What follows belongs to an exercise in optimizing a design on an open flow for a short achievable clock period and few clock cycles; a production flow would make more cautious choices. Function was checked by simulation only, so behaviour that the tests miss may differ from the original. Power and IR drop assume default switching activity.

== v21 ==
// CPU
module CPU(
    input i_clk,
    input i_reset_n,
    output [15:0] o_pc,
    input [31:0] i_instruction,
    output [15:0] o_address,
    output o_rw,
    output [31:0] o_data,
    input [31:0] i_data
);
Size: about 6,300 cells after synthesis, about 1,200 flip-flops, roughly 50,000 µm² of cells after synthesis.
export LEC_CHECK = 0
export ABC_AREA = 1
export CAP_MARGIN = 20
export CORE_MARGIN = 2
export CORE_UTILIZATION = 50
export PLACE_DENSITY = 0.65
export SETUP_SLACK_MARGIN = 2.8
export SLEW_MARGIN = 20
create_clock -name core_clock -period 5.0 [get_ports {i_clk}]
run.sh (not shown) runs the stock make flow with config.mk's settings and CLKGATE_MAP_FILE= SYNTH_SCRIPT=/design/flow/synth_recipe.tcl, a recipe that flattens the netlist after the stock synthesis.
Testbench counts of v21, summed over its fixed seeds: cycles 32,608.
Input-level comparison between v50 and v21:
# v21
export LEC_CHECK = 0
export ABC_AREA = 1
export CAP_MARGIN = 20
export CORE_MARGIN = 2
export CORE_UTILIZATION = 50
export PLACE_DENSITY = 0.65
export SETUP_SLACK_MARGIN = 2.8
export SLEW_MARGIN = 20
create_clock -name core_clock -period 5.0 [get_ports {i_clk}]
# v50
export LEC_CHECK = 0
export ABC_AREA = 1
export CAP_MARGIN = 20
export CORE_MARGIN = 2
export CORE_UTILIZATION = 60
export PLACE_DENSITY = 0.7
export SETUP_SLACK_MARGIN = 2.9
export SLEW_MARGIN = 20
create_clock -name core_clock -period 5.0 [get_ports {i_clk}]
[summary]
v50 vs v21: non-clock buffering overhead in the final layout up in v50. The lower global-route total usage across every layer of v50 and v21 is in v21. v50 ended up with a higher clock buffer count from CTS than v21 did. Taking v21 as the reference point, the global-route wire length before repair of v50 falls by about 4%.
The following lists how v38 was set up differently from v50:
# v50
export LEC_CHECK = 0
export ABC_AREA = 1
export CAP_MARGIN = 20
export CORE_MARGIN = 2
export CORE_UTILIZATION = 60
export PLACE_DENSITY = 0.7
export SETUP_SLACK_MARGIN = 2.9
export SLEW_MARGIN = 20
create_clock -name core_clock -period 5.0 [get_ports {i_clk}]
# v38
export LEC_CHECK = 0
export ABC_AREA = 1
export CAP_MARGIN = 20
export CORE_MARGIN = 2
export CORE_UTILIZATION = 40
export PLACE_DENSITY = 0.6
export SETUP_SLACK_MARGIN = 3.2
export SLEW_MARGIN = 20
create_clock -name core_clock -period 5.0 [get_ports {i_clk}]
## What came out
v38 against v50: signed area change from the synthesized netlist to the final layout increased by 12 points relative to the old numbers; cell count increased by 777 relative to the old numbers.
Changes observed in v38 relative to v50: relative contribution of the clock network to total power shows an increase of 1.2 points, share of the cycle needed by the critical path after routing went up, routed wire length now sits higher, highest attainable clock frequency went down 2.0%, total met3 wirelength after detailed routing shows a reduction of 950 µm.
v38 consumes more power than v50 does.
The inputs of v31 differ from those of v38 as listed below.
# v38
export LEC_CHECK = 0
export ABC_AREA = 1
export CAP_MARGIN = 20
export CORE_MARGIN = 2
export CORE_UTILIZATION = 40
export PLACE_DENSITY = 0.6
export SETUP_SLACK_MARGIN = 3.2
export SLEW_MARGIN = 20
create_clock -name core_clock -period 5.0 [get_ports {i_clk}]
# v31
export LEC_CHECK = 0
export ABC_AREA = 1
export CAP_MARGIN = 20
export CORE_MARGIN = 2
export CORE_UTILIZATION = 65
export PLACE_DENSITY = 0.75
export SETUP_SLACK_MARGIN = 3.2
export SLEW_MARGIN = 20
create_clock -name core_clock -period 5.0 [get_ports {i_clk}]
==> comparison <==
Status | v38 and v31 | clean
For v31, the class of the most critical hold timing path was reg -> reg, unlike v38, where it was in -> async.
v31 ends up with a area overhead of the layout relative to synthesis that is 1.8 points lower than in v38.
Delta(share of total power consumed by net switching, v31 - v38) < 0
Multi-input logic area: v38 and v31 compared, lower one is v38
Against v38, v31 comes in 0.034 ns lower on worst setup slack.
v38 vs v31, capture point of the worst path: o_pc[6] vs x_lo_n[14]$_DFF_P_
Input-level comparison between v51 and v31:
# v31
export LEC_CHECK = 0
export ABC_AREA = 1
export CAP_MARGIN = 20
export CORE_MARGIN = 2
export CORE_UTILIZATION = 65
export PLACE_DENSITY = 0.75
export SETUP_SLACK_MARGIN = 3.2
export SLEW_MARGIN = 20
create_clock -name core_clock -period 5.0 [get_ports {i_clk}]
# v51
export LEC_CHECK = 0
export ABC_AREA = 1
export CAP_MARGIN = 20
export CORE_MARGIN = 2
export CORE_UTILIZATION = 40
export CTS_CLUSTER_DIAMETER = 80
export CTS_CLUSTER_SIZE = 30
export PLACE_DENSITY = 0.6
export SETUP_SLACK_MARGIN = 3.2
export SLEW_MARGIN = 20
create_clock -name core_clock -period 5.0 [get_ports {i_clk}]
## What came out
Worst endpoint data arrival time: v51 and v31 compared, lower one is v51
Between v51 and v31, number of non-filler instances in the completed layout is higher for v51, v31 comes in under that.
In the flow results for v51 and v31, the post-route fraction of the period consumed by the critical path is smaller on v51.
Summary of v51 over v31: maximum frequency from static timing analysis moved up; die boundary height shows an increase of 76 µm.
Clock edge transition at the registers on the reported setup and hold paths sits higher in v51 than in v31.

---

## red
Starting RTL as in the previous note.
Design CPU, start of the top module:
module CPU(
    input i_clk,
    input i_reset_n,
    output [15:0] o_pc,
    input [31:0] i_instruction,
    output [15:0] o_address,
    output o_rw,
    output [31:0] o_data,
    input [31:0] i_data
);
export LEC_CHECK = 0
export ABC_AREA = 1
export CAP_MARGIN = 20
export CORE_MARGIN = 2
export CORE_UTILIZATION = 40
export CTS_CLUSTER_DIAMETER = 60
export CTS_CLUSTER_SIZE = 20
export PLACE_DENSITY = 0.6
export SETUP_SLACK_MARGIN = 3.2
export SLEW_MARGIN = 20
create_clock -name core_clock -period 5.0 [get_ports {i_clk}]
Testbench counts of red, summed over its fixed seeds: cycles 32,608.
Input changes introduced in blue (baseline for comparison: red):
# red
export LEC_CHECK = 0
export ABC_AREA = 1
export CAP_MARGIN = 20
export CORE_MARGIN = 2
export CORE_UTILIZATION = 40
export CTS_CLUSTER_DIAMETER = 60
export CTS_CLUSTER_SIZE = 20
export PLACE_DENSITY = 0.6
export SETUP_SLACK_MARGIN = 3.2
export SLEW_MARGIN = 20
create_clock -name core_clock -period 5.0 [get_ports {i_clk}]
# blue
export LEC_CHECK = 0
export ABC_AREA = 1
export CAP_MARGIN = 20
export CORE_MARGIN = 2
export CORE_UTILIZATION = 55
export PLACE_DENSITY = 0.7
export SETUP_SLACK_MARGIN = 2.9
export SLEW_MARGIN = 20
create_clock -name core_clock -period 5.0 [get_ports {i_clk}]
Going from red to blue, share of the clock period used by the worst path after layout shrinks by 1.2 points. Compared with red, blue is hungrier on power. Relative to red, the clock-cell share of area of blue is higher by 1.7 points. [compare] base=red new=blue: sum of routed wire length over all layers now sits lower; total routed wire length on the met1 layer shows a reduction of 13%; cell count after placement has decreased. Comparing red and blue, post-route worst setup slack is lower on red. All of red and blue finish clean. Combinational fraction of design power was lower in the run labelled blue.
Input changes introduced in green (baseline for comparison: blue):
# blue
export LEC_CHECK = 0
export ABC_AREA = 1
export CAP_MARGIN = 20
export CORE_MARGIN = 2
export CORE_UTILIZATION = 55
export PLACE_DENSITY = 0.7
export SETUP_SLACK_MARGIN = 2.9
export SLEW_MARGIN = 20
create_clock -name core_clock -period 5.0 [get_ports {i_clk}]
# green
export LEC_CHECK = 0
export ABC_AREA = 1
export CAP_MARGIN = 20
export CORE_MARGIN = 2
export CORE_UTILIZATION = 55
export PLACE_DENSITY = 0.7
export SETUP_SLACK_MARGIN = 3.0
export SLEW_MARGIN = 20
create_clock -name core_clock -period 5.0 [get_ports {i_clk}]
## What came out
Taking blue as the reference point, the worst setup slack after layout of green falls by 0.014 ns. Delta(final wirelength, green - blue) > 0. Summary of the comparison: total length of routed met3 wires is higher in green, relative to blue. Worst hold slack, green and blue: smaller value in green. Summary — number of nets at the end of the flow, green relative to blue: higher, by about 1%. Non-clock buffer instance count of the final layout, green and blue: higher on green. Max setup clock skew after layout across green and blue: blue. green against blue: fraction of the core area covered by cells at the end of the flow +1.1 points, adder and majority cell fraction of the synthesized area neither gained nor lost much, register-to-register slack climbed 0.10 ns. Going from blue to green, ratio of final minimum period to clock period grows by 0.27 points.

---

## PW
Another version of the RTL of CPU (not shown whole).
Size in the first run: roughly 5700 cells after synthesis, roughly 1100 flip-flops, about 46000 um2 of cells after synthesis.
export LEC_CHECK = 0
export ABC_AREA = 1
export CAP_MARGIN = 20
export CORE_MARGIN = 2
export CORE_UTILIZATION = 60
export PLACE_DENSITY = 0.75
export SETUP_SLACK_MARGIN = 3.2
export SLEW_MARGIN = 20
create_clock -name core_clock -period 5.0 [get_ports {i_clk}]
PW ran to completion and came out clean on the timing, design-rule and antenna checks.
Testbench counts of PW, summed over its fixed seeds: cycles 32,608.
### PW -> AL
# PW
export LEC_CHECK = 0
export ABC_AREA = 1
export CAP_MARGIN = 20
export CORE_MARGIN = 2
export CORE_UTILIZATION = 60
export PLACE_DENSITY = 0.75
export SETUP_SLACK_MARGIN = 3.2
export SLEW_MARGIN = 20
create_clock -name core_clock -period 5.0 [get_ports {i_clk}]
# AL
export LEC_CHECK = 0
export ABC_AREA = 1
export CAP_MARGIN = 20
export CORE_MARGIN = 2
export CORE_UTILIZATION = 40
export PLACE_DENSITY = 0.6
export SETUP_SLACK_MARGIN = 3.2
export SLEW_MARGIN = 20
create_clock -name core_clock -period 5.0 [get_ports {i_clk}]
==> comparison <==
- Per the comparison of AL with PW, number of sinks driven by the clock tree closely matched the old numbers, met1 layer wirelength in the final routing saw an increase.
- PW → AL: maximum number of pins on one net before global-route repair went down about 17%; area growth from synthesis to layout went up 1.9 points; clock network power share went up 0.3 points.
- Between AL and PW, it is AL whose global-route usage is lower, by 14 points.
- Lower critical path depth among AL and PW: PW
- PW consumes less power than AL.
- In the tables for AL and PW, post-route clock period utilization reads higher with PW.
- Diff PW -> AL: die extent in x increased 22%, internal cell power now larger.

-- port drivers added, routing unchanged --
In the flow no input, the clock included, has a driving cell. The finished layouts below were timed again as built, in two steps. Step 1, drivers: a clkbuf_16 drives i_clk and a buf_2 each remaining input, both assumed. Step 2 adds t to the input delays and takes it off the output delays; t is the mean of the earliest and latest rising clock arrival at the registers after step 1. Input paths then give back, and output paths get back, about the clock's delay inside the block. Three values: ideal ports, drivers, drivers and shift; two values: the first two.
run	t (ns)	setup WS [ns]	hold slack, ns	worst register clock-pin slew, ns
v21	0.776	2.778 / 2.713 / 2.045	0.356 / 0.343 / 0.356	0.07 / 0.07
v50	0.771	2.763 / 2.689 / 2.169	0.348 / 0.337 / 0.348	0.07 / 0.07
v38	0.847	2.717 / 2.641 / 2.292	0.289 / 0.264 / 0.352	0.07 / 0.07
v31	0.780	2.683 / 2.683 / 2.056	0.348 / 0.337 / 0.348	0.07 / 0.07
v51	0.796	2.732 / 2.660 / 2.227	0.302 / 0.280 / 0.361	0.12 / 0.12
red	0.803	2.730 / 2.658 / 2.245	0.297 / 0.276 / 0.356	0.09 / 0.09
blue	0.772	2.790 / 2.727 / 2.187	0.351 / 0.351 / 0.351	0.07 / 0.07
green	0.781	2.777 / 2.704 / 2.223	0.306 / 0.282 / 0.355	0.07 / 0.07
PW	0.758	2.609 / 2.637 / 1.878	0.320 / 0.297 / 0.346	0.08 / 0.08
AL	0.792	2.694 / 2.660 / 1.937	0.273 / 0.246 / 0.350	0.07 / 0.07
After both steps setup and hold are still met in every run listed. The setup slack of AL, which loses most, moves by -0.034 ns with the drivers and by -0.757 ns with both steps.
